Source: an optimization exercise on an open RTL-to-GDS flow (aim: small area, a short achievable clock period and few clock cycles). Production flows keep margins and buffers that such runs may drop.
Function was checked by simulation only, so behaviour that the tests miss may differ from the original.
Power figures rest on the tool's default switching activity, not on a simulated workload.

## flow/design.v (module list and top-level ports; edited modules follow where they fit)
// module alu: 128 lines
// module regfile_2r1w: 26 lines
// module mul: 43 lines
// module mul_exe: 68 lines
// module bit_plus: 10 lines
// module Wallace: 25 lines
// module booth: 21 lines
// module mul_mem: 8 lines
// module divider: 345 lines
// module nextpc_gen: 30 lines
// module fetch_stage: 38 lines
// module decode_stage: 214 lines
// module execute_stage: 110 lines
// module memory_stage: 74 lines
// module writeback_stage: 84 lines
// module mycpu_top: 274 lines
module mycpu_top(
    input  wire        clk,
    input  wire        resetn,             
    output wire        inst_sram_en,
    output wire [ 3:0] inst_sram_wen,
    output wire [31:0] inst_sram_addr,
    output wire [31:0] inst_sram_wdata,
    input  wire [31:0] inst_sram_rdata,
    output wire        data_sram_en,
    output wire [ 3:0] data_sram_wen,
    output wire [31:0] data_sram_addr,
    output wire [31:0] data_sram_wdata,
    input  wire [31:0] data_sram_rdata 
   ,output wire [31:0] debug_wb_pc,
    output wire [ 3:0] debug_wb_rf_wen,
    output wire [ 4:0] debug_wb_rf_wnum,
    output wire [31:0] debug_wb_rf_wdata
);
  // ...
==> flow/run.sh <==
#!/bin/bash
# synth_recipe.tcl (not shown) runs the flow's synth.tcl, then flattens the netlist and writes it again
# the make line also repeats each setting of config.mk as NAME=value (left out here)
make -C /OpenROAD-flow-scripts/flow DESIGN_CONFIG=/design/flow/config.mk WORK_HOME=/design/flow/orfs CLKGATE_MAP_FILE= SYNTH_SCRIPT=/design/flow/synth_recipe.tcl finish
==> flow/config.mk <==
export PLATFORM = sky130hd
export DESIGN_NAME = mycpu_top
export DESIGN_NICKNAME = mycpu_top
export VERILOG_FILES = /design/flow/design.v
export SDC_FILE = /design/flow/constraint.sdc
export NUM_CORES = 4
export LEC_CHECK = 0
export CAP_MARGIN = 20
export CORE_MARGIN = 2
export CORE_UTILIZATION = 40
export SLEW_MARGIN = 20
==> flow/constraint.sdc <==
create_clock -name core_clock -period 11.0 [get_ports {clk}]
set_input_delay 2.2000 -clock core_clock [delete_from_list [all_inputs] [get_ports {clk}]]
set_output_delay 2.2000 -clock core_clock [all_outputs]
set_load 0.01 [all_outputs]
==> impl_metrics.ini, run 1 <==
[die]
core_footprint_sq_um = 549000
initial_core_util = 0.402

[clock_network]
clock_tree_from_tritoncts = done
cts_post_setup_buffers_inserted = 0
htree_num_levels = 5
postCtsResizedCells = 0
clk_latency_ns = 1.08

[synthesis]
mappedNetlistArea_sq_um = 221000
post_synthesis_area_per_instance_sq_um = 9.90
synth_enable_flop_cells = 1058
yosysMostFrequentCell = sky130_fd_sc_hd__nor2_1
synth.yosys.warnings = 36

[worst_setup_path]
r2r-start = exe_stage.exe_vsrc1[9]
cp_max_fo = 17
critPathKind = in2reg
rrSetupSlack_ns = 0.61

[pwr]
switching_share = 0.389
power.static_leakage_nw = 101
power_frac_clock = 0.219
seq_power_share = 0.276

[finish]
post_route_cells_drive_above_1_share = 0.158
largest_register_ff_count = 1024
area_dominant_cell_class_after_layout = multi-input combinational cells
biggestRegsByFlops = regfile.heap: 1024 flops, uut.C: 64 flops, uut.S: 64 flops
antenna_cells_inserted = 44

[flow_run]
number_of_violations_of_the_max_capacitance_limit = 0

[timing]
max_freq_mhz = 95.0
setup_viol = 0
post-route-min-period_ns = 10.52
fin_crit_sh = 0.957

[route]
routed-via-count = 182000
first_iter_violations = 21600

[global_route]
antenna_found_initial = 81
grt_busiest_layer = met2
grt_overflow = 0
grt_use_met3 = 0.0817

[worst_hold_path]
timing.hold.worst_path_depth = 0

[status]
run_status = finished clean
Testbench counts, summed over its fixed seeds: cycles 51,352.
==> module alu, before the edit <==
module alu(
	input [31:0] A,
	input [31:0] B,
	input [3:0] ALUop,
	output reg Overflow,
	output reg CarryOut,
	output reg Zero,
	output reg [31:0] Result
);
reg [31:0] reswithsign;
reg sltres1;
reg sltres2;
reg Cout;
reg [31:0] negb;
reg [30:0] negbs;
reg signed [31:0] A_shift_signed;
reg signed [31:0] B_shift_signed;
always@(A or B or ALUop) 
begin
	case(ALUop)
	4'b0000:  
	begin
		Result = A & B; 
		Zero = 0;
		CarryOut = 0;
		Overflow = 0;
	end
	4'b0001:  
	begin
		Result = A | B; 
		Zero = 0;
		CarryOut = 0;
		Overflow = 0; 
	end
	4'b0010:  
	begin
		{CarryOut,Result} = A + B; 
		reswithsign = A[30:0] + B[30:0];
		Overflow = reswithsign[31] ^ CarryOut; 
		Zero = (Result == 0);
	end
	4'b0011:  
	begin
		Result = B << A[4:0];  
		Overflow = 0;  
		CarryOut = 0;  
		Zero = (Result == 0);  
    	end
	4'b0100:  
	begin
		Result = {B[15:0],16'b0};  
		Overflow = 0;  
		CarryOut = 0;  
		Zero = (Result == 0);  
	end
	4'b0101:  
	begin
		negb = ~B;
		negbs = ~B[30:0];
		{Cout,Result} = A + negb + 1;
		reswithsign = A[30:0] + negbs + 1;
		Overflow = reswithsign[31] ^ Cout;
		CarryOut = ~Cout; 
		sltres2 = CarryOut; 
		Result = {{(31){1'b0}},sltres2};
		Zero = 0;
	end
	4'b0110:  
	begin
		negb = ~B;
		negbs = ~B[30:0];
		{Cout,Result} = A + negb + 1;
		reswithsign = A[30:0] + negbs + 1;
		Overflow = reswithsign[31] ^ Cout;
		CarryOut = ~Cout; 
		Zero = (A == B);
	end
	4'b0111:  
	begin
		negb = ~B;
		negbs = ~B[30:0];
		{Cout,Result} = A + negb + 1;
		reswithsign = A[30:0] + negbs + 1;
		Overflow = reswithsign[31] ^ Cout;
		CarryOut = ~Cout; 
		sltres1 = Overflow ^ Result[31]; 
		Result = {{(31){1'b0}},sltres1};
		Zero = 0;
	end
    4'b1000:  
    begin
        Result = ~(A | B);
        Zero = 0;
        CarryOut = 0;
        Overflow = 0;
    end
    4'b1001:  
    begin
        Result = A ^ B;
        Zero = 0;
        CarryOut = 0;
        Overflow = 0;
    end
    4'b1010:  
    begin
        Result = B >> A[4:0]; 
        Overflow = 0;  
        CarryOut = 0;  
        Zero = (Result == 0);  
    end
    4'b1011:  
    begin
        B_shift_signed = B;
        Result = B_shift_signed >>> A[4:0];
        Overflow = 0;  
        CarryOut = 0;  
        Zero = (Result == 0);  
    end
    default:
	begin
		Overflow = 0;
		CarryOut = 0;
		Zero = 0;
		Result = 0;
	end
	endcase
end
endmodule
==> module regfile_2r1w, before the edit <==
module regfile_2r1w(
    input         clk,
    input         resetn,
    input  [ 4:0] ra1,
    output [31:0] rd1,
    input  [ 4:0] ra2,
    output [31:0] rd2,
    input         we1,
    input  [ 4:0] wa1,
    input  [31:0] wd1
);
reg  [31:0] heap [31:0];
assign rd1 = heap[ra1];
assign rd2 = heap[ra2];
integer i;
always @(posedge clk)
begin
    if(~resetn) begin
    for (i=0;i<32;i=i+1) heap[i] <= 32'b0; 
    end
    heap[0] <= 32'b0;
    if (we1 && (|wa1)) begin
        heap[wa1] <= wd1;
    end
end
endmodule  
==> module mycpu_top, before the edit <==
module mycpu_top(
    input  wire        clk,
    input  wire        resetn,             
    output wire        inst_sram_en,
    output wire [ 3:0] inst_sram_wen,
    output wire [31:0] inst_sram_addr,
    output wire [31:0] inst_sram_wdata,
    input  wire [31:0] inst_sram_rdata,
    output wire        data_sram_en,
    output wire [ 3:0] data_sram_wen,
    output wire [31:0] data_sram_addr,
    output wire [31:0] data_sram_wdata,
    input  wire [31:0] data_sram_rdata 
   ,output wire [31:0] debug_wb_pc,
    output wire [ 3:0] debug_wb_rf_wen,
    output wire [ 4:0] debug_wb_rf_wnum,
    output wire [31:0] debug_wb_rf_wdata
);
wire [31:0] nextpc;
wire [31:0] fe_pc;
wire [31:0] fe_inst;
wire        fe_wen;
wire [ 4:0] de_rf_raddr1;
wire [ 4:0] de_rf_raddr2;
wire        de_br_taken;    
wire        de_br_is_br;    
wire        de_br_is_j;     
wire        de_br_is_jr;    
wire [15:0] de_br_offset;   
wire [25:0] de_br_index;    
wire [31:0] de_br_target;   
wire [39:0] de_out_op;      
wire [ 4:0] de_dest;         
wire [31:0] de_vsrc1;        
wire [31:0] de_vsrc2;        
wire [31:0] de_st_value;
wire [39:0] exe_out_op;
wire [ 4:0] exe_dest;
wire [31:0] exe_value;
wire [39:0] mem_out_op;
wire [ 4:0] mem_dest;
wire [31:0] mem_value;
wire        wb_rf_wen;
wire [ 4:0] wb_rf_waddr;
wire [31:0] wb_rf_wdata;
wire [31:0] de_rf_rdata1;
wire [31:0] de_rf_rdata2;
wire [63:0] mul_result;
wire [31:0] mul_x;
wire [31:0] mul_y;
wire [31:0] exe_reg_hi;
wire [31:0] exe_reg_lo;
wire [31:0] mem_reg_hi;
wire [31:0] mem_reg_lo;
wire [39:0] wb_out_op;
wire [31:0] de_pc;
wire [31:0] de_inst;
wire [31:0] exe_pc;
wire [31:0] exe_inst;
wire [31:0] mem_pc;
wire [31:0] mem_inst;
wire [31:0] wb_pc;
wire        fe_allowin;
wire        de_allowin;
wire        exe_allowin;
wire        mem_allowin;
wire        wb_allowin;
wire        fe_to_de_valid;
wire        de_to_exe_valid;
wire        exe_to_mem_valid;
wire        mem_to_wb_valid;
wire        fe_valid;
wire        de_valid;
wire        mem_valid;
wire        exe_valid;
wire        wb_valid;
wire        fe_ready_go;
wire        de_ready_go;
wire        exe_ready_go;
wire        mem_ready_go;
wire        wb_ready_go;
wire        exe_div_ing;
wire        exe_div_ok;
assign      fe_ready_go = 1;
assign      de_ready_go = !(exe_valid&&exe_out_op[10]&&exe_out_op[0]&&(|exe_dest)&&(de_rf_raddr2==exe_dest||de_rf_raddr1==exe_dest)
                           || (exe_valid&&(|exe_out_op[28:25])) || (mem_valid&&(|mem_out_op[28:25])) || (wb_valid&&(|wb_out_op[28:25]))
                           );  
assign      exe_ready_go = !(exe_div_ing || exe_out_op[22:20] == 3'b110) || exe_div_ok;
assign      mem_ready_go = 1;
assign      wb_ready_go = 1;
assign inst_sram_wen   = 4'b0;
assign inst_sram_wdata = 32'b0;
nextpc_gen nextpc_gen
    (
    .resetn         (resetn         ),  
    .fe_pc          (fe_pc          ),  
    .fe_wen         (fe_wen         ),  
    .de_br_taken    (de_br_taken    ),  
    .de_br_is_br    (de_br_is_br    ),  
    .de_br_is_j     (de_br_is_j     ),  
    .de_br_is_jr    (de_br_is_jr    ),  
    .de_br_offset   (de_br_offset   ),  
    .de_br_index    (de_br_index    ),  
    .de_br_target   (de_br_target   ),  
    .inst_sram_en   (inst_sram_en   ),  
    .inst_sram_addr (inst_sram_addr ),  
    .nextpc         (nextpc         )   
    );
fetch_stage fe_stage
    (
    .clk            (clk            ),  
    .resetn         (resetn         ),  
    .nextpc         (nextpc         ),  
    .inst_sram_rdata(inst_sram_rdata),  
    .fe_pc          (fe_pc          ),  
    .fe_inst        (fe_inst        ),  
    .fe_wen         (fe_wen         ),  
    .now_allowin    (fe_allowin     ),  
    .next_allowin   (de_allowin     ),   
    .pre_to_now_valid (1             ),  
    .now_to_next_valid(fe_to_de_valid),   
    .now_valid        (fe_valid),        
    .now_ready_go      (fe_ready_go)        
    );
decode_stage de_stage
    (
    .clk            (clk            ),  
    .resetn         (resetn         ),  
    .fe_inst        (fe_inst        ),  
    .fe_pc          (fe_pc          ),  
    .de_rf_raddr1   (de_rf_raddr1   ),  
    .de_rf_rdata1   (de_rf_rdata1   ),  
    .de_rf_raddr2   (de_rf_raddr2   ),  
    .de_rf_rdata2   (de_rf_rdata2   ),  
    .de_br_taken    (de_br_taken    ),  
    .de_br_is_br    (de_br_is_br    ),  
    .de_br_is_j     (de_br_is_j     ),  
    .de_br_is_jr    (de_br_is_jr    ),  
    .de_br_offset   (de_br_offset   ),  
    .de_br_index    (de_br_index    ),  
    .de_br_target   (de_br_target   ),  
    .de_out_op      (de_out_op      ),  
    .de_dest        (de_dest        ),  
    .de_vsrc1       (de_vsrc1       ),  
    .de_vsrc2       (de_vsrc2       ),  
    .de_st_value    (de_st_value    ),   
    .exe_dest       (exe_dest       ), 
    .mem_dest       (mem_dest       ), 
    .wb_dest        (wb_rf_waddr    ), 
    .exe_RegWrite   (exe_out_op[0]  ), 
    .mem_RegWrite   (mem_out_op[0]  ), 
    .wb_RegWrite    (wb_rf_wen      ), 
    .exe_value      (exe_value      ), 
    .mem_value      (mem_value      ), 
    .wb_value       (wb_rf_wdata    ), 
    .exe_valid      (exe_valid      ), 
    .mem_valid      (mem_valid      ), 
    .wb_valid       (wb_valid       ), 
    .de_pc          (de_pc          ),  
    .de_inst        (de_inst        ),   
    .now_allowin    (de_allowin     ),  
    .next_allowin   (exe_allowin    ),   
    .pre_to_now_valid (fe_to_de_valid),  
    .now_to_next_valid(de_to_exe_valid),   
    .now_valid        (de_valid),        
    .now_ready_go      (de_ready_go)        
    );
execute_stage exe_stage
    (
    .clk            (clk            ),  
    .resetn         (resetn         ),  
    .de_out_op      (de_out_op      ),  
    .de_dest        (de_dest        ),  
    .de_vsrc1       (de_vsrc1       ),  
    .de_vsrc2       (de_vsrc2       ),  
    .de_st_value    (de_st_value    ),  
    .exe_out_op     (exe_out_op     ),  
    .exe_dest       (exe_dest       ),  
    .exe_value      (exe_value      ),  
    .exe_mul_x      (mul_x          ),
    .exe_mul_y      (mul_y          ),
    .exe_div_ing    (exe_div_ing    ),  
    .exe_div_ok     (exe_div_ok     ),  
    .data_sram_en   (data_sram_en   ),  
    .data_sram_wen  (data_sram_wen  ),  
    .data_sram_addr (data_sram_addr),  
    .data_sram_wdata(data_sram_wdata),   
    .exe_reg_hi     (exe_reg_hi     ), 
    .exe_reg_lo     (exe_reg_lo     ), 
    .de_pc          (de_pc          ),  
    .de_inst        (de_inst        ),  
    .exe_pc         (exe_pc         ),  
    .exe_inst       (exe_inst       ),   
    .now_allowin    (exe_allowin    ),  
    .next_allowin   (mem_allowin    ),   
    .pre_to_now_valid (de_to_exe_valid),  
    .now_to_next_valid(exe_to_mem_valid),   
    .now_valid        (exe_valid),        
    .now_ready_go      (exe_ready_go)        
    );
memory_stage mem_stage
    (
    .clk            (clk            ),  
    .resetn         (resetn         ),  
    .exe_out_op     (exe_out_op     ),  
    .exe_dest       (exe_dest       ),  
    .exe_value      (exe_value      ),  
    .data_sram_rdata(data_sram_rdata),  
    .mem_mul_result (mul_result     ),  
    .exe_reg_hi     (exe_reg_hi     ), 
    .exe_reg_lo     (exe_reg_lo     ), 
    .mem_reg_hi     (mem_reg_hi     ), 
    .mem_reg_lo     (mem_reg_lo     ), 
    .mem_out_op     (mem_out_op     ),  
    .mem_dest       (mem_dest       ),  
    .mem_value      (mem_value      ),   
    .exe_pc         (exe_pc         ),  
    .exe_inst       (exe_inst       ),  
    .mem_pc         (mem_pc         ),  
    .mem_inst       (mem_inst       ),   
    .next_allowin   (wb_allowin     ),   
    .now_allowin    (mem_allowin    ),  
    .pre_to_now_valid (exe_to_mem_valid),  
    .now_to_next_valid(mem_to_wb_valid),   
    .now_valid        (mem_valid),        
    .now_ready_go     (mem_ready_go)      
    );
writeback_stage wb_stage
    (
    .clk            (clk            ),  
    .resetn         (resetn         ),  
    .mem_out_op     (mem_out_op     ),  
    .mem_dest       (mem_dest       ),  
    .mem_value      (mem_value      ),  
    .mem_reg_hi     (mem_reg_hi     ), 
    .mem_reg_lo     (mem_reg_lo     ), 
    .wb_rf_wen      (wb_rf_wen      ),  
    .wb_rf_waddr    (wb_rf_waddr    ),  
    .wb_rf_wdata    (wb_rf_wdata    ),   
    .mem_pc         (mem_pc         ),  
    .mem_inst       (mem_inst       ),  
    .wb_pc          (wb_pc          ),   
    .wb_out_op      (wb_out_op      ),  
    .now_allowin    (wb_allowin     ),  
    .next_allowin   (1'b1           ),  
    .pre_to_now_valid (mem_to_wb_valid),   
    .now_valid        (wb_valid),        
    .now_ready_go      (fe_ready_go)        
    );
mul uut (
    .mul_clk         (clk), 
    .resetn          (resetn), 
    .mul_signed      (exe_out_op[24]), 
    .x               (mul_x), 
    .y               (mul_y), 
    .result          (mul_result)
);
regfile_2r1w regfile
    (
    .clk    (clk            ),  
    .resetn (resetn        ),  
    .ra1    (de_rf_raddr1   ),  
    .rd1    (de_rf_rdata1   ),  
    .ra2    (de_rf_raddr2   ),  
    .rd2    (de_rf_rdata2   ),  
    .we1    (wb_rf_wen      ),  
    .wa1    (wb_rf_waddr    ),  
    .wd1    (wb_rf_wdata    )   
    );
assign debug_wb_pc       = wb_pc;
assign debug_wb_rf_wen   = {4{wb_rf_wen}};
assign debug_wb_rf_wnum  = wb_rf_waddr;
assign debug_wb_rf_wdata = wb_rf_wdata;
endmodule  
==> run 2, diff against run 1 <==
==> flow/design.v (replaced) <==
module alu(
    input  wire [31:0] a,
    input  wire [31:0] b,
    input  wire        sub,
    input  wire [ 4:0] sa,
    input  wire        sh_left,
    input  wire        sh_arith,
    input  wire [15:0] imm,
    input  wire [31:0] hi,
    input  wire [31:0] lo,
    input  wire [31:0] link,
    input  wire [11:0] sel,    
    output wire [31:0] sum,
    output wire [31:0] result
);
wire [32:0] s33 = {1'b0, a} + {1'b0, b ^ {32{sub}}} + {32'd0, sub};
assign sum = s33[31:0];
wire slt  = (a[31] ^ b[31]) ? a[31] : s33[31];
wire sltu = ~s33[32];
function [31:0] rev(input [31:0] x);
    integer i;
    for (i = 0; i < 32; i = i + 1) rev[i] = x[31 - i];
endfunction
wire [31:0] shin  = sh_left ? rev(b) : b;
wire        fill  = sh_arith & b[31];
wire [31:0] shr   = (shin >> sa) | ({32{fill}} & ~(32'hffffffff >> sa));
wire [31:0] sft   = sh_left ? rev(shr) : shr;
assign result = ({32{sel[0]}}  & sum)
              | ({32{sel[1]}}  & {31'd0, slt})
              | ({32{sel[2]}}  & {31'd0, sltu})
              | ({32{sel[3]}}  & (a & b))
              | ({32{sel[4]}}  & (a | b))
              | ({32{sel[5]}}  & (a ^ b))
              | ({32{sel[6]}}  & ~(a | b))
              | ({32{sel[7]}}  & sft)
              | ({32{sel[8]}}  & {imm, 16'd0})
              | ({32{sel[9]}}  & hi)
              | ({32{sel[10]}} & lo)
              | ({32{sel[11]}} & link);
endmodule
module regfile_2r1w(
    input         clk,
    input         resetn,
    input  [ 4:0] ra1,
    output [31:0] rd1,
    input  [ 4:0] ra2,
    output [31:0] rd2,
    input         we1,
    input  [ 4:0] wa1,
    input  [31:0] wd1
);
reg  [31:0] vld;
wire [31:0] q [31:0];
assign q[0] = 32'b0;
genvar g;
generate
    for (g = 1; g < 32; g = g + 1) begin : R
        reg [31:0] r;
        always @(posedge clk)
            if (we1 && wa1 == g) r <= wd1;
        assign q[g] = r;
    end
endgenerate
always @(posedge clk) begin
    if (!resetn) vld <= 32'b0;
    else if (we1) vld[wa1] <= (wa1 != 5'd0);
end
wire [31:0] a1 [15:0], a2 [7:0], a3 [3:0], a4 [1:0];
wire [31:0] b1 [15:0], b2 [7:0], b3 [3:0], b4 [1:0];
generate
    for (g = 0; g < 16; g = g + 1) begin : L1
        assign a1[g] = ra1[0] ? q[2*g+1] : q[2*g];
        assign b1[g] = ra2[0] ? q[2*g+1] : q[2*g];
    end
    for (g = 0; g < 8; g = g + 1) begin : L2
        assign a2[g] = ra1[1] ? a1[2*g+1] : a1[2*g];
        assign b2[g] = ra2[1] ? b1[2*g+1] : b1[2*g];
    end
    for (g = 0; g < 4; g = g + 1) begin : L3
        assign a3[g] = ra1[2] ? a2[2*g+1] : a2[2*g];
        assign b3[g] = ra2[2] ? b2[2*g+1] : b2[2*g];
    end
    for (g = 0; g < 2; g = g + 1) begin : L4
        assign a4[g] = ra1[3] ? a3[2*g+1] : a3[2*g];
        assign b4[g] = ra2[3] ? b3[2*g+1] : b3[2*g];
    end
endgenerate
assign rd1 = (ra1[4] ? a4[1] : a4[0]) & {32{vld[ra1]}};
assign rd2 = (ra2[4] ? b4[1] : b4[0]) & {32{vld[ra2]}};
endmodule
module muldiv(
    input  wire        clk,
    input  wire        resetn,
    input  wire        start_mul,
    input  wire        start_div,
    input  wire        sgn,
    input  wire [31:0] a,
    input  wire [31:0] b,
    input  wire        wr_hi,
    input  wire        wr_lo,
    input  wire [31:0] wdata,
    output reg  [31:0] hi,
    output reg  [31:0] lo,
    output wire        busy
);
localparam IDLE = 3'd0, MUL = 3'd1, DALN = 3'd2, DIT = 3'd3, DFIX = 3'd4;
reg  [ 2:0] st;
reg  [ 4:0] cnt;
reg  [31:0] m;
reg         msgn;
reg         qneg;
reg         rneg;
assign busy = (st != IDLE);
wire        last  = (cnt == 5'd0);
wire        neg3  = msgn & last;
wire [36:0] aext  = {{5{msgn & m[31]}}, m};
wire [36:0] accx  = {{5{msgn & hi[31]}}, hi};
wire [36:0] pp0   = lo[0] ? aext : 37'd0;
wire [36:0] pp1   = lo[1] ? {aext[35:0], 1'b0} : 37'd0;
wire [36:0] pp2   = lo[2] ? {aext[34:0], 2'b0} : 37'd0;
wire [36:0] pp3   = lo[3] ? ({aext[33:0], 3'b0} ^ {37{neg3}}) : 37'd0;
wire [36:0] msum  = accx + pp0 + pp1 + pp2 + pp3 + {36'd0, lo[3] & neg3};
wire [31:0] a_abs = (sgn & a[31]) ? (~a + 32'd1) : a;
wire [31:0] b_abs = (sgn & b[31]) ? (~b + 32'd1) : b;
wire [32:0] rsh   = {hi, lo[31]};
wire [32:0] diff  = rsh - {1'b0, m};
wire [31:0] aa    = {hi[30:0], lo[31]};    
wire        m_zero = (m == 32'd0);
wire [1:0]  ba = aa[31:24] != 0 ? 2'd3 : aa[23:16] != 0 ? 2'd2 : aa[15:8] != 0 ? 2'd1 : 2'd0;
wire [1:0]  bb = m[31:24]  != 0 ? 2'd3 : m[23:16]  != 0 ? 2'd2 : m[15:8]  != 0 ? 2'd1 : 2'd0;
wire [1:0]  bd = ba - bb;                  
wire [1:0]  k  = 2'd3 - bd;                
wire [63:0] aln = {32'd0, aa} << {k, 3'b000};
always @(posedge clk) begin
    if (!resetn) begin
        st <= IDLE;
        hi <= 32'd0;
        lo <= 32'd0;
    end else begin
        case (st)
        IDLE: begin
            if (start_mul) begin
                m    <= a;
                msgn <= sgn;
                hi   <= 32'd0;
                lo   <= b;
                cnt  <= 5'd7;
                st   <= MUL;
            end else if (start_div) begin
                m    <= b_abs;
                hi   <= {1'b0, a_abs[31:1]};
                lo   <= {a_abs[0], 31'd0};
                qneg <= sgn & (a[31] ^ b[31]);
                rneg <= sgn & a[31];
                st   <= DALN;
            end else begin
                if (wr_hi) hi <= wdata;
                if (wr_lo) lo <= wdata;
            end
        end
        MUL: begin
            hi  <= msum[35:4];
            lo  <= {msum[3:0], lo[31:4]};
            cnt <= cnt - 5'd1;
            if (last) st <= IDLE;
        end
        DALN: begin
            if (m_zero) begin
                hi <= aa;
                lo <= 32'hffffffff;
                st <= DFIX;
            end else if (diff[32]) begin
                hi <= aa;
                lo <= 32'd0;
                st <= DFIX;
            end else begin
                hi  <= aln[63:32];
                lo  <= aln[31:0];
                cnt <= {bd, 3'b111};
                st  <= DIT;
            end
        end
        DIT: begin
            hi  <= diff[32] ? rsh[31:0] : diff[31:0];
            lo  <= {lo[30:0], ~diff[32]};
            cnt <= cnt - 5'd1;
            if (cnt == 5'd0) st <= DFIX;
        end
        DFIX: begin
            if (rneg) hi <= ~hi + 32'd1;
            if (qneg) lo <= ~lo + 32'd1;
            st <= IDLE;
        end
        default: st <= IDLE;
        endcase
    end
end
endmodule
module mycpu_top(
    input  wire        clk,
    input  wire        resetn,
    output wire        inst_sram_en,
    output wire [ 3:0] inst_sram_wen,
    output wire [31:0] inst_sram_addr,
    output wire [31:0] inst_sram_wdata,
    input  wire [31:0] inst_sram_rdata,
    output wire        data_sram_en,
    output wire [ 3:0] data_sram_wen,
    output wire [31:0] data_sram_addr,
    output wire [31:0] data_sram_wdata,
    input  wire [31:0] data_sram_rdata,
    output wire [31:0] debug_wb_pc,
    output wire [ 3:0] debug_wb_rf_wen,
    output wire [ 4:0] debug_wb_rf_wnum,
    output wire [31:0] debug_wb_rf_wdata
);
reg  [13:0] fe_pc;       
reg         id_valid;
reg  [13:0] id_pc;
reg         ex_valid;
reg  [13:0] ex_pc;
reg  [31:0] ex_a, ex_b;
reg  [15:0] ex_imm;
reg         ex_late_a, ex_late_b;
reg         ex_wr;
reg  [ 4:0] ex_dest;
reg         ex_load, ex_store;
reg         ex_sub, ex_useimm, ex_zext;
reg  [11:0] ex_sel;
reg         ex_sh_left, ex_sh_arith, ex_sh_var;
reg         ex_br, ex_jr, ex_pred;
reg  [ 5:0] ex_brt;      
reg         ex_mul, ex_div, ex_msgn, ex_mthi, ex_mtlo, ex_hilo;
reg         mem_valid;
reg  [13:0] mem_pc;
reg  [31:0] mem_res;
reg         mem_wr;
reg  [ 4:0] mem_dest;
reg         mem_load;
reg         wb_wen;
reg  [13:0] wb_pc;
reg  [ 4:0] wb_wnum;
reg  [31:0] wb_wdata;
wire        md_busy;
wire [31:0] hi, lo;
wire stall = ex_valid & (ex_late_a | ex_late_b | (ex_hilo & md_busy));
wire        redirect;
wire [13:0] redirect_pc;
assign inst_sram_en    = ~stall;
assign inst_sram_wen   = 4'b0;
assign inst_sram_wdata = 32'b0;
assign inst_sram_addr  = {16'hbfc0, fe_pc, 2'b00};
wire [31:0] ir = inst_sram_rdata;
wire [ 5:0] op = ir[31:26];
wire [ 5:0] fn = ir[5:0];
wire [ 4:0] rs = ir[25:21];
wire [ 4:0] rt = ir[20:16];
wire [ 4:0] rd = ir[15:11];
wire op_sp    = (op == 6'b000000);
wire op_ri    = (op == 6'b000001);
wire i_j      = (op == 6'b000010);
wire i_jal    = (op == 6'b000011);
wire i_beq    = (op == 6'b000100);
wire i_bne    = (op == 6'b000101);
wire i_blez   = (op == 6'b000110);
wire i_bgtz   = (op == 6'b000111);
wire i_addi   = (op == 6'b001000) | (op == 6'b001001);
wire i_slti   = (op == 6'b001010);
wire i_sltiu  = (op == 6'b001011);
wire i_andi   = (op == 6'b001100);
wire i_ori    = (op == 6'b001101);
wire i_xori   = (op == 6'b001110);
wire i_lui    = (op == 6'b001111);
wire i_lw     = (op == 6'b100011);
wire i_sw     = (op == 6'b101011);
wire f_add    = op_sp & ((fn == 6'b100000) | (fn == 6'b100001));
wire f_sub    = op_sp & ((fn == 6'b100010) | (fn == 6'b100011));
wire f_and    = op_sp & (fn == 6'b100100);
wire f_or     = op_sp & (fn == 6'b100101);
wire f_xor    = op_sp & (fn == 6'b100110);
wire f_nor    = op_sp & (fn == 6'b100111);
wire f_slt    = op_sp & (fn == 6'b101010);
wire f_sltu   = op_sp & (fn == 6'b101011);
wire f_sll    = op_sp & (fn == 6'b000000);
wire f_srl    = op_sp & (fn == 6'b000010);
wire f_sra    = op_sp & (fn == 6'b000011);
wire f_sllv   = op_sp & (fn == 6'b000100);
wire f_srlv   = op_sp & (fn == 6'b000110);
wire f_srav   = op_sp & (fn == 6'b000111);
wire f_jr     = op_sp & (fn == 6'b001000);
wire f_jalr   = op_sp & (fn == 6'b001001);
wire f_mfhi   = op_sp & (fn == 6'b010000);
wire f_mthi   = op_sp & (fn == 6'b010001);
wire f_mflo   = op_sp & (fn == 6'b010010);
wire f_mtlo   = op_sp & (fn == 6'b010011);
wire f_mult   = op_sp & ((fn == 6'b011000) | (fn == 6'b011001));
wire f_div    = op_sp & ((fn == 6'b011010) | (fn == 6'b011011));
wire ri_link  = op_ri & rt[4];
wire cond_br  = i_beq | i_bne | i_blez | i_bgtz | op_ri;
wire f_shift  = f_sll | f_srl | f_sra | f_sllv | f_srlv | f_srav;
wire d_wr_rd  = f_add | f_sub | f_and | f_or | f_xor | f_nor | f_slt | f_sltu |
                f_shift | f_mfhi | f_mflo | f_jalr;
wire d_wr_rt  = i_addi | i_slti | i_sltiu | i_andi | i_ori | i_xori | i_lui | i_lw;
wire d_wr_31  = i_jal | ri_link;
wire [4:0] d_dest = d_wr_rd ? rd : d_wr_rt ? rt : d_wr_31 ? 5'd31 : 5'd0;
wire       d_wr   = d_wr_rd | d_wr_rt | d_wr_31;
wire uses_rs = ~(i_j | i_jal);
wire uses_rt = op_sp | i_beq | i_bne | i_sw;
wire [31:0] rf_rd1, rf_rd2;
wire [31:0] ex_result;
wire [31:0] mem_value = mem_load ? data_sram_rdata : mem_res;
wire ex_hit_a  = ex_valid & ex_wr & (ex_dest == rs) & (rs != 5'd0);
wire ex_hit_b  = ex_valid & ex_wr & (ex_dest == rt) & (rt != 5'd0);
wire mem_hit_a = mem_valid & mem_wr & (mem_dest == rs) & (rs != 5'd0);
wire mem_hit_b = mem_valid & mem_wr & (mem_dest == rt) & (rt != 5'd0);
wire [31:0] d_a = ex_hit_a ? ex_result : mem_hit_a ? mem_value : rf_rd1;
wire [31:0] d_b = ex_hit_b ? ex_result : mem_hit_b ? mem_value : rf_rd2;
wire d_late_a = ex_hit_a & ex_load & uses_rs;
wire d_late_b = ex_hit_b & ex_load & uses_rt;
wire [13:0] br_tgt  = id_pc + 14'd1 + ir[13:0];
wire        pred_br = cond_br & ir[15];
wire        id_take = id_valid & (i_j | i_jal | pred_br);
wire [13:0] id_tgt  = (i_j | i_jal) ? ir[13:0] : br_tgt;
regfile_2r1w regfile(
    .clk    (clk),
    .resetn (resetn),
    .ra1    (rs),
    .rd1    (rf_rd1),
    .ra2    (rt),
    .rd2    (rf_rd2),
    .we1    (mem_valid & mem_wr),
    .wa1    (mem_dest),
    .wd1    (mem_value)
);
always @(posedge clk) begin
    if (!resetn) begin
        fe_pc    <= 14'd1;           
        id_valid <= 1'b0;
    end else if (!stall) begin
        fe_pc    <= redirect ? redirect_pc : id_take ? id_tgt : fe_pc + 14'd1;
        id_valid <= ~redirect;
    end
end
always @(posedge clk) begin
    if (!stall) id_pc <= fe_pc;
end
always @(posedge clk) begin
    if (!resetn) begin
        ex_valid <= 1'b0;
    end else if (!stall) begin
        ex_valid <= id_valid;
    end
end
always @(posedge clk) begin
    if (!stall) begin
        ex_pc       <= id_pc;
        ex_a        <= d_a;
        ex_b        <= d_b;
        ex_imm      <= ir[15:0];
        ex_late_a   <= d_late_a;
        ex_late_b   <= d_late_b;
        ex_wr       <= d_wr;
        ex_dest     <= d_dest;
        ex_load     <= i_lw;
        ex_store    <= i_sw;
        ex_sub      <= f_sub | f_slt | f_sltu | i_slti | i_sltiu;
        ex_useimm   <= i_addi | i_slti | i_sltiu | i_andi | i_ori | i_xori | i_lw | i_sw;
        ex_zext     <= i_andi | i_ori | i_xori;
        ex_sel      <= {f_jalr | d_wr_31,                     
                        f_mflo, f_mfhi, i_lui, f_shift,
                        f_nor, f_xor | i_xori, f_or | i_ori, f_and | i_andi,
                        f_sltu | i_sltiu, f_slt | i_slti,
                        f_add | f_sub | i_addi | i_lw | i_sw};
        ex_sh_left  <= f_sll | f_sllv;
        ex_sh_arith <= f_sra | f_srav;
        ex_sh_var   <= f_sllv | f_srlv | f_srav;
        ex_br       <= cond_br;
        ex_jr       <= f_jr | f_jalr;
        ex_pred     <= pred_br;
        ex_brt      <= {op_ri & rt[0], op_ri & ~rt[0], i_bgtz, i_blez, i_bne, i_beq};
        ex_mul      <= f_mult;
        ex_div      <= f_div;
        ex_msgn     <= ~fn[0];
        ex_mthi     <= f_mthi;
        ex_mtlo     <= f_mtlo;
        ex_hilo     <= f_mult | f_div | f_mthi | f_mtlo | f_mfhi | f_mflo;
    end else begin
        if (ex_late_a) ex_a <= mem_value;
        if (ex_late_b) ex_b <= mem_value;
        ex_late_a <= 1'b0;
        ex_late_b <= 1'b0;
    end
end
wire [31:0] ex_immx = ex_zext ? {16'd0, ex_imm} : {{16{ex_imm[15]}}, ex_imm};
wire [31:0] alu_b   = ex_useimm ? ex_immx : ex_b;
wire [13:0] ex_seq  = ex_pc + 14'd2;
wire [31:0] ex_link = {16'hbfc0, ex_pc, 2'b00} + 32'd8;
wire [31:0] ex_sum;
alu alu(
    .a        (ex_a),
    .b        (alu_b),
    .sub      (ex_sub),
    .sa       (ex_sh_var ? ex_a[4:0] : ex_imm[10:6]),
    .sh_left  (ex_sh_left),
    .sh_arith (ex_sh_arith),
    .imm      (ex_imm),
    .hi       (hi),
    .lo       (lo),
    .link     (ex_link),
    .sel      (ex_sel),
    .sum      (ex_sum),
    .result   (ex_result)
);
wire a_eq   = (ex_a == ex_b);
wire a_zero = (ex_a == 32'd0);
wire a_neg  = ex_a[31];
wire taken  = (ex_brt[0] & a_eq) | (ex_brt[1] & ~a_eq) |
              (ex_brt[2] & (a_neg | a_zero)) | (ex_brt[3] & ~(a_neg | a_zero)) |
              (ex_brt[4] & a_neg) | (ex_brt[5] & ~a_neg);
wire [13:0] ex_tgt = ex_pc + 14'd1 + ex_imm[13:0];
assign redirect    = ex_valid & ~stall &
                     ((ex_br & (taken ^ ex_pred)) | (ex_jr & (ex_a[15:2] != ex_seq)));
assign redirect_pc = ex_jr ? ex_a[15:2] : taken ? ex_tgt : ex_seq;
wire ex_go = ex_valid & ~ex_late_a & ~ex_late_b;
assign data_sram_en    = ex_go & (ex_load | ex_store);
assign data_sram_wen   = {4{ex_go & ex_store}};
assign data_sram_addr  = ex_sum;
assign data_sram_wdata = ex_b;
muldiv md(
    .clk       (clk),
    .resetn    (resetn),
    .start_mul (ex_valid & ~stall & ex_mul),
    .start_div (ex_valid & ~stall & ex_div),
    .sgn       (ex_msgn),
    .a         (ex_a),
    .b         (ex_b),
    .wr_hi     (ex_valid & ~stall & ex_mthi),
    .wr_lo     (ex_valid & ~stall & ex_mtlo),
    .wdata     (ex_a),
    .hi        (hi),
    .lo        (lo),
    .busy      (md_busy)
);
always @(posedge clk) begin
    if (!resetn) mem_valid <= 1'b0;
    else         mem_valid <= ex_valid & ~stall;
end
always @(posedge clk) begin
    mem_pc   <= ex_pc;
    mem_res  <= ex_result;
    mem_wr   <= ex_wr;
    mem_dest <= ex_dest;
    mem_load <= ex_load;
end
always @(posedge clk) begin
    if (!resetn) wb_wen <= 1'b0;
    else         wb_wen <= mem_valid & mem_wr & (mem_dest != 5'd0);
end
always @(posedge clk) begin
    wb_pc    <= mem_pc;
    wb_wnum  <= mem_dest;
    wb_wdata <= mem_value;
end
assign debug_wb_pc       = {16'hbfc0, wb_pc, 2'b00};
assign debug_wb_rf_wen   = {4{wb_wen}};
assign debug_wb_rf_wnum  = wb_wnum;
assign debug_wb_rf_wdata = wb_wdata;
endmodule
==> run 2 against run 1 <==
  * Global-route usage is 1.3 points higher
  * Register-to-register slack better by 3.4 ns
  * Die area is 61% lower
  * Synthesized cell count is 70% lower
  * Sequential power is 66% lower
  * Still clean on timing, DRC and antenna
  * Via count is 65% lower
  * Synthesized area is 61% lower
==> impl_metrics.ini, run 2 <==
[global_route]
first_global_vias = 61400
grt_overflow = 0
wire_length_of_the_first_global_routing_pass_mm = 479
global_route.usage.total = 0.310
grt_max_degree = 102
antenna_found_initial = 11

[timing]
rsz_0062_raised_after_global_routing = no
worst_slack_ns = 1.74
tightest_slew_ns = 1.20
hold_viol = 0
fin_hold_ws_ns = 0.326
fin_crit_sh = 0.842
fin_skew_ns = 0.0651
worst_slew_slack_as_a_fraction_of_its_limit = 0.200
setup_viol = 0
number_of_slew_limit_violations_in_the_final_report = 0
timing.setup.tns_ns = 0
post-route-min-period_ns = 9.26
max_freq_mhz = 108

[worst_setup_path]
arrival_ns = 7.06
worst_setup_path_start_kind = flip-flop
critPathKind = reg2out
cp-end-kind = primary output
crit_required_ns = 8.80
cp_max_fo = 19

[clock_network]
clockRootBuffer = sky130_fd_sc_hd__clkbuf_16
cts_post_setup_buffers_inserted = 0
clkSlewWorstSetupHoldPaths_ns = 0.06
cts_sinks = 1404
clk_latency_ns = 0.85
clock_tree_from_tritoncts = done
htree_num_levels = 4
cts_hold_repair.buffers = 0
postCtsResizedCells = 0
clock_path_buffers = 3
cts_buffers = 158

[route]
routed_via_density = 6.51
drt.antenna.violating_nets = 0
first_iter_violations = 8706
drt_pass1_iterations = 8
detail_route.wirelength_mm = 344
wl_per_cell_um = 35.2
routed-via-count = 63700
detail_route.drc_violations = 0

[finish]
fillCellCount = 19200
final_net_count = 7203
layout_common_cells = sky130_fd_sc_hd__edfxtp_1, sky130_fd_sc_hd__mux4_2, sky130_fd_sc_hd__nor2_1
layout.cells.most_common = sky130_fd_sc_hd__edfxtp_1
post_route_cells_drive_above_1_share = 0.189
layout-area-overhead-vs-synth_pct = 12.5
registers.top_by_ff_count = regfile.R.r
largest_register_ff_count = 992

[synthesis]
synth.area.top_cells = sky130_fd_sc_hd__edfxtp_1, sky130_fd_sc_hd__mux4_2, sky130_fd_sc_hd__dfxtp_1
yosysMostFrequentCell = sky130_fd_sc_hd__edfxtp_1
yosys-top-cells-count = sky130_fd_sc_hd__edfxtp_1, sky130_fd_sc_hd__mux4_2, sky130_fd_sc_hd__nor2_1, sky130_fd_sc_hd__clkbuf_1, sky130_fd_sc_hd__inv_1
synth_enable_flop_cells = 1181
synth.yosys.warnings = 4
yosysTopAreaCellShare = 0.415
yosys_most_used_dff = sky130_fd_sc_hd__edfxtp_1
synth_top_cell_by_area = sky130_fd_sc_hd__edfxtp_1
mappedNetlistArea_sq_um = 85400
post_synthesis_area_per_instance_sq_um = 12.6
synth.yosys.seq_area_share = 0.467
ys_async_sr_fraction = 0
synth.distinct_cells = 103
ys_ff_latch = 1404
netlist_instances = 6770

[pwr]
combinational_group_share_of_total_power = 0.085
power_frac_clock = 0.441
maximum_vdd_drop_v = 0.000184
p_per_area_nw_per_um2 = 127
intPower_mw = 9.24
total_switching_power_mw = 2.98
seq_power_share = 0.474
switching_share = 0.244
power.static_leakage_nw = 34.2

[die]
die_h_um = 466
chipWidth_um = 466
initial_core_util = 0.402
ioPinCount = 277
core_footprint_sq_um = 212000
die_area_sq_um = 217000
fp-row-count = 169

[placement]
port_buffers = 204
gp_congestion = 1.03
place_worst_setup_slack_ns = 2.89
dpl.hpwl_mm = 235

[status]
run_status = finished clean

[flow_run]
number_of_violations_of_the_max_capacitance_limit = 0

[worst_hold_path]
hold_path_class = reg2reg
==> run 2: per-layer routing <==
layer	vias to the layer above	GRT usage	part of all wire
met3	833	0.0649	0.095
met4	8	0.161	0.062
met5	-	0	0.00017
met2	3857	0.488	0.46
li1	26200	-	-
met1	32800	0.404	0.38
==> run 2: metrics by stage <==
step	power, mW	std cells	util	area [sq um]
2_1_floorplan	6.56	6840	-	85700
3_3_place_gp	6.92	9480	0.427	90600
3_5_place_dp	6.92	9482	0.427	90700
4_1_cts	12.3	9776	0.452	96000
5_1_grt	12.5	9783	0.453	96100
6_report	12.2	9784	0.453	96100
==> run 2: power by group through the flow <==
stage	Clock (mW)	Combinational, mW	Sequential [mW]
finish	5.39	1.04	5.79
global route	5.67	1.09	5.79
CTS	5.47	1.03	5.79
detailed placement	0	1.02	5.90
global placement	0	1.02	5.90
floorplan	0	0.677	5.88
==> run 2: kinds of logic after synthesis <==
| family | Yosys count | synth area share |
|---|---|---|
| compound gates | 1439 | 0.115 |
| flops | 1404 | 0.467 |
| simple gates | 1340 | 0.0739 |
| buf+inv | 965 | 0.0466 |
| mux | 942 | 0.205 |
| xor+xnor | 369 | 0.0383 |
| fa+ha+maj | 309 | 0.0543 |
| other cells | 2 | 0.0000879 |
==> run 2: worst max-delay path, cell delays in order, from the launching register on <==
cell and delay [ns]:
sky130_fd_sc_hd__edfxtp_1 0.80, sky130_fd_sc_hd__buf_4 0.46, sky130_fd_sc_hd__nand2_1 0.08, sky130_fd_sc_hd__o21ai_1 0.33
sky130_fd_sc_hd__inv_1 0.31, sky130_fd_sc_hd__xnor2_1 0.19, sky130_fd_sc_hd__ha_1 0.42, sky130_fd_sc_hd__and3_1 0.19
sky130_fd_sc_hd__o211ai_1 0.16, sky130_fd_sc_hd__a211oi_1 0.51, sky130_fd_sc_hd__o21ai_0 0.38, sky130_fd_sc_hd__nor4_1 0.42
sky130_fd_sc_hd__o22a_1 0.44, sky130_fd_sc_hd__xor2_1 0.82, sky130_fd_sc_hd__clkdlybuf4s50_1 0.70
==> run 2: path summary, 6_finish.rpt <==
check | from | endpoint | slack, ns | cells after the start
max | ex_useimm | data_sram_addr[28] | 1.74 | 14
max reg2reg | md.cnt[0] | md.hi[29] | 4.02 | 23
min reg2reg | mem_pc[1] | wb_pc[1] | 0.33 | 0
min | mem_pc[1] | wb_pc[1] | 0.33 | 0
==> run 2: layout make-up <==
class	count	area, sq um	share of cell area
Clock inverter	80	961	0.0100
Inverter	383	1440	0.0150
Timing Repair Buffer	410	3780	0.0393
Antenna cell	1	2.50	0.0000260
Tap cell	2821	3530	0.0367
Multi-Input combinational cell	4471	42200	0.439
Clock buffer	214	4320	0.0450
Sequential cell	1404	39900	0.415
Testbench counts of run 2, summed over its fixed seeds: cycles 40,110.

## what the ideal ports hide
The flow's constraints put no driver on any port. The routed layouts listed below were extracted and timed again, unchanged, in two steps. Step 1: set_driving_cell puts a clkbuf_16 on clk and a buf_2 on each other input, an assumption about the parent block. Step 2 moves the port delays by t, midway between the first and last clock arrival at a register: inputs arrive t later, outputs are due t later. That takes back most of the time a late clock gives input paths. Three values: ideal, step 1, step 2; two values: the first two.
run | t (ns) | slack for setup (ns) | worst register clock-pin slew, ns
run 1 | 1.155 | 0.478 / 0.549 / -0.607 | 0.09 / 0.09
run 2 | 0.908 | 1.736 / 1.643 / 2.551 | 0.07 / 0.07
Met with ideal ports but missed after step 2: setup timing in run 1. The setup slack of run 1, which loses most, moves by +0.071 ns with the drivers and by -1.085 ns with both steps.
